What follows belongs to an exercise in optimizing a design on an open flow for small area; a production flow would make more cautious choices.
RTL that was checked went through simulation tests only; none was proved equivalent to the original.
The clock port is modelled as an ideal driver; clocking choices that lean on that would not hold on a real chip.

==> build 9 <==
## fir_12bit
module fir_12bit(
  input clk,
  input rst,
  input wire signed [11:0] signal_in,
  output wire signed [11:0] signal_out
);
  reg [11:0] r0;
  reg [11:0] r1;
  reg [11:0] r2;
  reg [11:0] r3;
  reg [11:0] r4;
  reg [11:0] r5;
  reg [11:0] r6;
  reg [11:0] r7;
  reg [11:0] r8;
  reg [11:0] r9;
  reg [11:0] r10;
  reg [11:0] r11;
  reg [11:0] r12;
  reg [11:0] r13;
  reg [11:0] r14;
  reg [11:0] r15;
  reg [11:0] r16;
  reg [11:0] r17;
  reg [11:0] r18;
  reg [11:0] r19;
  reg [11:0] r20;
  reg [11:0] r21;
  reg [11:0] r22;
  reg [11:0] r23;
  reg [11:0] r24;
  reg [11:0] r25;
  reg [11:0] r26;
  reg [11:0] r27;
  reg [11:0] r28;
  reg [11:0] r29;
  reg [11:0] r30;
  reg [11:0] r31;
  reg [11:0] r32;
  reg [11:0] r33;
  reg [11:0] r34;
  reg [11:0] r35;
  reg [11:0] r36;
  reg [11:0] r37;
  reg [11:0] r38;
  reg [11:0] r39;
  reg [11:0] r40;
  reg [11:0] r41;
  reg [11:0] r42;
  reg [11:0] r43;
  reg [11:0] r44;
  reg [11:0] r45;
  reg [11:0] r46;
  reg [11:0] r47;
  reg [11:0] r48;
  reg [11:0] r49;
  reg [11:0] r50;
  reg [11:0] r51;
  reg [11:0] r52;
  reg [11:0] r53;
  reg [11:0] r54;
  ...
==> flow/config.mk <==
export PLATFORM = sky130hd
export DESIGN_NAME = fir_12bit
export DESIGN_NICKNAME = fir_12bit
export VERILOG_FILES = /design/flow/design.v
export SDC_FILE = /design/flow/constraint.sdc
export NUM_CORES = 4
export LEC_CHECK = 0
export CAP_MARGIN = 20
export CORE_MARGIN = 2
export CORE_UTILIZATION = 40
export CTS_BUF_LIST = sky130_fd_sc_hd__clkbuf_8
export CTS_CLUSTER_SIZE = 30
export GPL_TIMING_DRIVEN = 0
export SETUP_SLACK_MARGIN = 0.05
export SLEW_MARGIN = 20
export SYNTH_HIERARCHICAL = 1
==> flow/constraint.sdc <==
create_clock -name core_clock -period 12.0 [get_ports {clk}]
set_input_delay 2.4000 -clock core_clock [delete_from_list [all_inputs] [get_ports {clk}]]
set_output_delay 2.4000 -clock core_clock [all_outputs]
set_load 0.01 [all_outputs]
run.sh (not shown) runs the stock make flow with config.mk's settings and CLKGATE_MAP_FILE= SYNTH_SCRIPT=/design/flow/synth_recipe.tcl, a recipe that flattens the netlist after the stock synthesis.
==> build 24 (differences from build 9) <==
Settings changed: CTS_BUF_LIST sky130_fd_sc_hd__clkbuf_8 to unset, CTS_CLUSTER_SIZE 30 to unset, GPL_TIMING_DRIVEN 0 to unset, SETUP_SLACK_MARGIN 0.05 to unset.
==> qor summary <==
| item | build 24 | build 9 |
|---|---|---|
| Run status | finished clean | finished clean |
| Total met3 wirelength after detailed routing | 6520 um | 7470 um |
| Crit-path max cell delay | 0.59 ns | 0.70 ns |
| M3 GR Usage | 4.39% | 4.72% |
| Worst EP required | 12.56 ns | 12.77 ns |
| Total clock buffers created by CTS | 91 | 139 |
| Post-detailed-placement half-perimeter wirelength | 146000 um | 133000 um |
| Placer's final routability congestion estimate | 0.982 | 0.978 |
| Worst Tran Pin Value | 1.17 ns | 0.558 ns |
| Startpoint of the worst setup timing path | r7[0]$_DFF_PN0_ | r14[0]$_DFF_PN0_ |
| Final design instance area without fill | 60100 um2 | 57800 um2 |
| Signal buf overhead | 5.84% | 2.18% |
| WL final | 162000 um | 150000 um |
| Cell repeated most along the worst path | sky130_fd_sc_hd__fa_1 | sky130_fd_sc_hd__fa_2 |

---

==> job 5909: inputs <==
fir_12bit, a different RTL version from the one above (not shown whole).
clock: 12.0 ns
lec_check: 0
cap_margin: 20
core_margin: 2
core_utilization: 40
cts_buf_list: sky130_fd_sc_hd__clkbuf_8
cts_cluster_diameter: 90
cts_cluster_size: 16
gpl_timing_driven: 0
hold_slack_margin: 0.15
place_density: 0.7
setup_slack_margin: 0.05
slew_margin: 20
synth_hierarchical: 1
standard.sh (not shown) runs the stock make flow with config.mk's settings and CLKGATE_MAP_FILE= SYNTH_SCRIPT=/design/flow/synth_recipe.tcl, a recipe that flattens the netlist after the stock synthesis.
==> flow/flow/run.sh <==
#!/bin/bash
# The standard layout, with one change after clock-tree synthesis (flow/skew.tcl):
# the clock of the carry-save result registers q* is delayed by a short buffer
# chain, giving the adder tree that feeds them more time (useful skew between
# registers inside the design). Timing repair then runs after global routing.
set -euo pipefail
export SKIP_CTS_REPAIR_TIMING=1
# no setup repair on the unplaced netlist (the skew is added after CTS)
export REMOVE_ABC_BUFFERS=1
export POST_CTS_TCL="$PWD/flow/skew.tcl"
bash standard.sh > standard.log 2>&1
==> flow/flow/skew.tcl <==
# Useful skew (run after CTS): the registers q* capture the adder tree's
# carry-save result and only feed the output adder, which has ample slack.
# Each group of q* registers on one clock leaf net gets its clock through a
# chain of delay buffers placed at the group's centroid.
set db [ord::get_db]
set block [ord::get_db_block]
# three delay buffers, then a clock buffer to drive the registers with a sharp edge
set chain [list sky130_fd_sc_hd__clkdlybuf4s50_1 sky130_fd_sc_hd__clkdlybuf4s50_1 sky130_fd_sc_hd__clkdlybuf4s50_1 sky130_fd_sc_hd__clkbuf_4]
set groups [dict create]
foreach inst [$block getInsts] {
  if {[regexp {^q[0-9]+\$_DFF} [$inst getName]]} {
    set net [[$inst findITerm CLK] getNet]
    dict lappend groups [$net getName] $inst
  }
}
set idx 0
dict for {netname insts} $groups {
  set net [$block findNet $netname]
  set sx 0
  set sy 0
  foreach inst $insts {
    set loc [$inst getLocation]
    set sx [expr {$sx + [lindex $loc 0]}]
    set sy [expr {$sy + [lindex $loc 1]}]
  }
  set n [llength $insts]
  set cx [expr {$sx / $n}]
  set cy [expr {$sy / $n}]
  set prev $net
  set s 0
  foreach cell $chain {
    set buf [odb::dbInst_create $block [$db findMaster $cell] "skew_dly_${idx}_${s}"]
    set out [odb::dbNet_create $block "skew_clk_${idx}_${s}"]
    $out setSigType CLOCK
    [$buf findITerm A] connect $prev
    [$buf findITerm X] connect $out
    $buf setLocation $cx $cy
    $buf setPlacementStatus PLACED
    set prev $out
    incr s
  }
  foreach inst $insts {
    set it [$inst findITerm CLK]
    $it disconnect
    $it connect $prev
  }
  puts "skew: group $idx on $netname: [llength $insts] registers"
  incr idx
}
global_connect
detailed_placement
check_placement -verbose
estimate_parasitics -placement
report_clock_skew
report_worst_slack -max
report_worst_slack -min
==> job 7373 (differences from job 5909) <==
--- a/flow/config.mk
+++ b/flow/config.mk
@@ -14,3 +14,3 @@
 export GPL_TIMING_DRIVEN = 0
-export HOLD_SLACK_MARGIN = 0.15
+export HOLD_SLACK_MARGIN = 0.05
 export PLACE_DENSITY = 0.7
==> results.cfg <==
[run_status]
status = timing/DRC/antenna clean

[detailed_routing]
num_vias = 21110

[layout]
final_area_um2 = 53400
area_growth_pct = 7.41

[sta]
max_freq_mhz = 85.7
finClkSkew_ps = 1670
hold_ws_ps = 70.4
worst_pin_slew_ps = 574

[worst_setup_path]
r2r_cells = 29

[pwr]
The numbers above come from job 5909.

==> results.cfg <==
[run_status]
so.violations = hold timing
status = failed layout checks

[worst_setup_path]
r2r_cells = 31

[sta]
finClkSkew_ps = 1660
hold_viol_final = 1
max_freq_mhz = 85.6
hold_ws_ps = -16.8
worst_pin_slew_ps = 607

[layout]
area_growth_pct = 7.37
final_area_um2 = 53400

[synthesis]
synth_area_um2 = 49700

[detailed_routing]
num_vias = 21109
The numbers above come from job 7373.

Function was not checked in any run of this note: the RTL went through the layout flow alone.

---

==> branch lagoon: inputs <==
Another version of the RTL of fir_12bit (not shown whole).
make LEC_CHECK=0 CAP_MARGIN=5 CORE_MARGIN=2 CORE_UTILIZATION=55 CTS_BUF_LIST=sky130_fd_sc_hd__clkbuf_16 CTS_CLUSTER_DIAMETER=120 CTS_CLUSTER_SIZE=25 GPL_TIMING_DRIVEN=0 SETUP_SLACK_MARGIN=0.05 SLEW_MARGIN=5 SYNTH_HIERARCHICAL=1 finish   # period 12.0 ns
run.sh (not shown) runs the stock make flow with config.mk's settings and CLKGATE_MAP_FILE= SYNTH_SCRIPT=/design/flow/synth_recipe.tcl, a recipe that flattens the netlist after the stock synthesis.
Stock flow here: none of the scripts above is used.
==> branch pepper (differences from branch lagoon) <==
==> flow/config.mk (replaced) <==
export PLATFORM = sky130hd
export DESIGN_NAME = fir_12bit
export DESIGN_NICKNAME = fir_12bit
export VERILOG_FILES = /design/flow/design.v
export SDC_FILE = /design/flow/constraint.sdc
export NUM_CORES = 4
export LEC_CHECK = 0
export CAP_MARGIN = 20
export CORE_MARGIN = 2
export CORE_UTILIZATION = 40
export CTS_BUF_LIST = sky130_fd_sc_hd__clkbuf_8
export CTS_CLUSTER_DIAMETER = 90
export CTS_CLUSTER_SIZE = 16
export GPL_TIMING_DRIVEN = 0
export PLACE_DENSITY = 0.7
export SETUP_SLACK_MARGIN = 0.05
export SLEW_MARGIN = 20
export SYNTH_HIERARCHICAL = 1
==> branch maple (differences from branch lagoon) <==
==> flow/config.mk (replaced) <==
export PLATFORM = sky130hd
export DESIGN_NAME = fir_12bit
export DESIGN_NICKNAME = fir_12bit
export VERILOG_FILES = /design/flow/design.v
export SDC_FILE = /design/flow/constraint.sdc
export NUM_CORES = 4
export LEC_CHECK = 0
export CAP_MARGIN = 20
export CORE_MARGIN = 2
export CORE_UTILIZATION = 40
export CTS_BUF_LIST = sky130_fd_sc_hd__clkbuf_8
export CTS_CLUSTER_DIAMETER = 90
export CTS_CLUSTER_SIZE = 16
export GPL_TIMING_DRIVEN = 0
export SETUP_SLACK_MARGIN = 0.05
export SLEW_MARGIN = 20
export SYNTH_HIERARCHICAL = 1
==> run notes <==
status complete, no violations; Routed met2 length 70.9 mm; fin nets 4305; dpl hpwl between 100 and 150 mm; Setup Skew approximately 0.064 ns; root buffer cell clkbuf_8
(the above is from branch maple)
==> run notes <==
status complete, no violations; Setup Skew 0.0845 ns; root buffer cell clkbuf_8; dpl hpwl 132 mm
(the above is from branch pepper)
==> run notes <==
Setup Skew 0.0291 ns; root buffer cell clkbuf_16; fin nets 4292; Routed met2 length 68.7 mm; status complete, no violations
(the above is from branch lagoon)

---

==> inputs of v8 <==
fir_12bit, a different RTL version from the one above (not shown whole).
==> flow/config.mk <==
export PLATFORM = sky130hd
export DESIGN_NAME = fir_12bit
export DESIGN_NICKNAME = fir_12bit
export VERILOG_FILES = /design/flow/design.v
export SDC_FILE = /design/flow/constraint.sdc
export NUM_CORES = 4
export LEC_CHECK = 0
export CAP_MARGIN = 20
export CORE_MARGIN = 2
export CORE_UTILIZATION = 40
export CTS_BUF_LIST = sky130_fd_sc_hd__clkbuf_8
export CTS_CLUSTER_DIAMETER = 90
export CTS_CLUSTER_SIZE = 16
export GPL_TIMING_DRIVEN = 0
export HOLD_SLACK_MARGIN = 0.15
export PLACE_DENSITY = 0.7
export SETUP_SLACK_MARGIN = 0.05
export SLEW_MARGIN = 20
export SYNTH_HIERARCHICAL = 1
==> flow/constraint.sdc <==
create_clock -name core_clock -period 12.0 [get_ports {clk}]
set_input_delay 2.4000 -clock core_clock [delete_from_list [all_inputs] [get_ports {clk}]]
set_output_delay 2.4000 -clock core_clock [all_outputs]
set_load 0.01 [all_outputs]
standard.sh (not shown) runs the stock make flow with config.mk's settings and CLKGATE_MAP_FILE= SYNTH_SCRIPT=/design/flow/synth_recipe.tcl, a recipe that flattens the netlist after the stock synthesis.
Scripts as last shown in full above: flow/flow/run.sh, flow/flow/skew.tcl
==> inputs of v16, as changes to v8 <==
--- a/flow/flow/skew.tcl
+++ b/flow/flow/skew.tcl
@@ -47,6 +47,20 @@
   puts "skew: group $idx on $netname: [llength $insts] registers"
   incr idx
 }
+# The port buffers need no delay cell: use a small buffer instead.
+set small [$db findMaster sky130_fd_sc_hd__buf_2]
+foreach inst [$block getInsts] {
+  if {[regexp {^(input|output)[0-9]+$} [$inst getName]] &&
+      [[$inst getMaster] getName] eq "sky130_fd_sc_hd__clkdlybuf4s50_1"} {
+    $inst swapMaster $small
+  }
+}
+# Drop the clock tree's dummy loads (cells that only load a clock net).
+foreach inst [$block getInsts] {
+  if {[regexp {^clkload[0-9]+$} [$inst getName]]} {
+    odb::dbInst_destroy $inst
+  }
+}
 global_connect
 detailed_placement
 check_placement -verbose
--- a/flow/config.mk
+++ b/flow/config.mk
@@ -13,7 +13,7 @@
 export CTS_CLUSTER_SIZE = 16
 export GPL_TIMING_DRIVEN = 0
 export HOLD_SLACK_MARGIN = 0.15
-export PLACE_DENSITY = 0.7
+export PLACE_DENSITY = 0.75
 export SETUP_SLACK_MARGIN = 0.05
 export SLEW_MARGIN = 20
 export SYNTH_HIERARCHICAL = 1
==> inputs of v13, as changes to v8 <==
--- a/flow/flow/skew.tcl
+++ b/flow/flow/skew.tcl
@@ -47,6 +47,20 @@
   puts "skew: group $idx on $netname: [llength $insts] registers"
   incr idx
 }
+# The port buffers need no delay cell: use a small buffer instead.
+set small [$db findMaster sky130_fd_sc_hd__buf_2]
+foreach inst [$block getInsts] {
+  if {[regexp {^(input|output)[0-9]+$} [$inst getName]] &&
+      [[$inst getMaster] getName] eq "sky130_fd_sc_hd__clkdlybuf4s50_1"} {
+    $inst swapMaster $small
+  }
+}
+# Drop the clock tree's dummy loads (cells that only load a clock net).
+foreach inst [$block getInsts] {
+  if {[regexp {^clkload[0-9]+$} [$inst getName]]} {
+    odb::dbInst_destroy $inst
+  }
+}
 global_connect
 detailed_placement
 check_placement -verbose
--- a/flow/config.mk
+++ b/flow/config.mk
@@ -9,8 +9,8 @@
 export CORE_MARGIN = 2
 export CORE_UTILIZATION = 40
 export CTS_BUF_LIST = sky130_fd_sc_hd__clkbuf_8
-export CTS_CLUSTER_DIAMETER = 90
-export CTS_CLUSTER_SIZE = 16
+export CTS_CLUSTER_DIAMETER = 95
+export CTS_CLUSTER_SIZE = 18
 export GPL_TIMING_DRIVEN = 0
 export HOLD_SLACK_MARGIN = 0.15
 export PLACE_DENSITY = 0.7
==> run notes <==
metric	v13	v16	v8
Mean number of vias per cell	4.89	4.84	4.88
Clock transition at the registers of the reported paths	0.10 ns	0.09 ns	0.09 ns
GR Layer Usage met1	30.2%	27.4%	30.5%
Final min period	11.61 ns	11.69 ns	11.63 ns
Crit path arrival time	13.73 ns	13.84 ns	13.84 ns
Outcome	complete, no violations	complete, no violations	complete, no violations
Number of standard cells in the final layout excluding fillers	4312	4317	4329
Minimum setup slack among reg-to-reg paths	0.39 ns	0.31 ns	0.37 ns
First-pass GRT wire length	179 mm	176 mm	179 mm
Fraction of standard cell area in multi-input logic	52.4%	52.4%	52.0%
Filler Cell Count	10600	10500	10500
Hold path endpoint	q17	q18	q17
Actual transition at the worst max-transition pin	0.554 ns	0.615 ns	0.554 ns
Area growth from synthesis to final layout	6.91%	6.93%	7.54%
Iter 0 DRT Violations	1879	1766	2128
Clock Skew	1.63 ns	1.66 ns	1.62 ns
Number of antenna diodes	1	2	1
Sum of met2 wire segment lengths after detailed routing	58.2 mm	57.9 mm	58.2 mm
Routability-driven placement congestion ratio	0.959	0.975	0.959
Highest clock frequency the design can meet	0.0861 GHz	0.0855 GHz	0.0860 GHz

[static timing again, ports no longer ideal]
No port has a modelled driver above. Below, the same layouts with a new extraction and two added sets of constraints. Step 1, drivers: a clkbuf_16 drives clk and a buf_2 each remaining input, both assumed. Step 2, shift: input delay + t, output delay - t, t = (earliest + latest rising clock arrival at the registers) / 2. This alone moves slack from input paths to output paths. a / b / c = ideal ports / drivers / drivers and shift; a / b = the first two.
run | t (ns) | setup slack, ns | hold slack, ns | worst setup path at the end | clock arrival spread, ns | worst data-port slew with drivers (ns)
build 9 | 0.960 | 0.160 / 0.160 / 0.160 | 0.347 / 0.347 / 0.347 | register to register | 0.071 / 0.070 | 0.06
build 24 | 0.770 | 0.159 / 0.159 / 0.159 | 0.344 / 0.344 / 0.344 | register to register | 0.040 / 0.040 | 0.08
job 5909 | 1.625 | 0.336 / 0.336 / 0.336 | 0.070 / 0.070 / 0.070 | register to register | 1.669 / 1.669 | 0.04
job 7373 | 1.623 | 0.320 / 0.320 / 0.320 | -0.017 / -0.017 / -0.017 | register to register | 1.665 / 1.664 | 0.04
branch lagoon | 0.724 | 0.232 / 0.232 / 0.232 | 0.353 / 0.353 / 0.353 | register to register | 0.037 / 0.037 | 0.08
branch pepper | 0.873 | 0.300 / 0.300 / 0.300 | 0.351 / 0.351 / 0.351 | register to register | 0.088 / 0.089 | 0.06
branch maple | 0.859 | 0.213 / 0.213 / 0.213 | 0.356 / 0.356 / 0.356 | register to register | 0.071 / 0.071 | 0.05
v8 | 1.601 | 0.374 / 0.374 / 0.374 | 0.162 / 0.162 / 0.162 | register to register | 1.619 / 1.618 | 0.06
v16 | 1.549 | 0.308 / 0.308 / 0.308 | 0.172 / 0.172 / 0.172 | register to register | 1.660 / 1.660 | 0.05
v13 | 1.554 | 0.386 / 0.386 / 0.386 | 0.164 / 0.164 / 0.164 | register to register | 1.630 / 1.630 | 0.06
In 5 of these runs the clock reaches the registers at very different times; t lies between them, and the last value is a rough guide only.
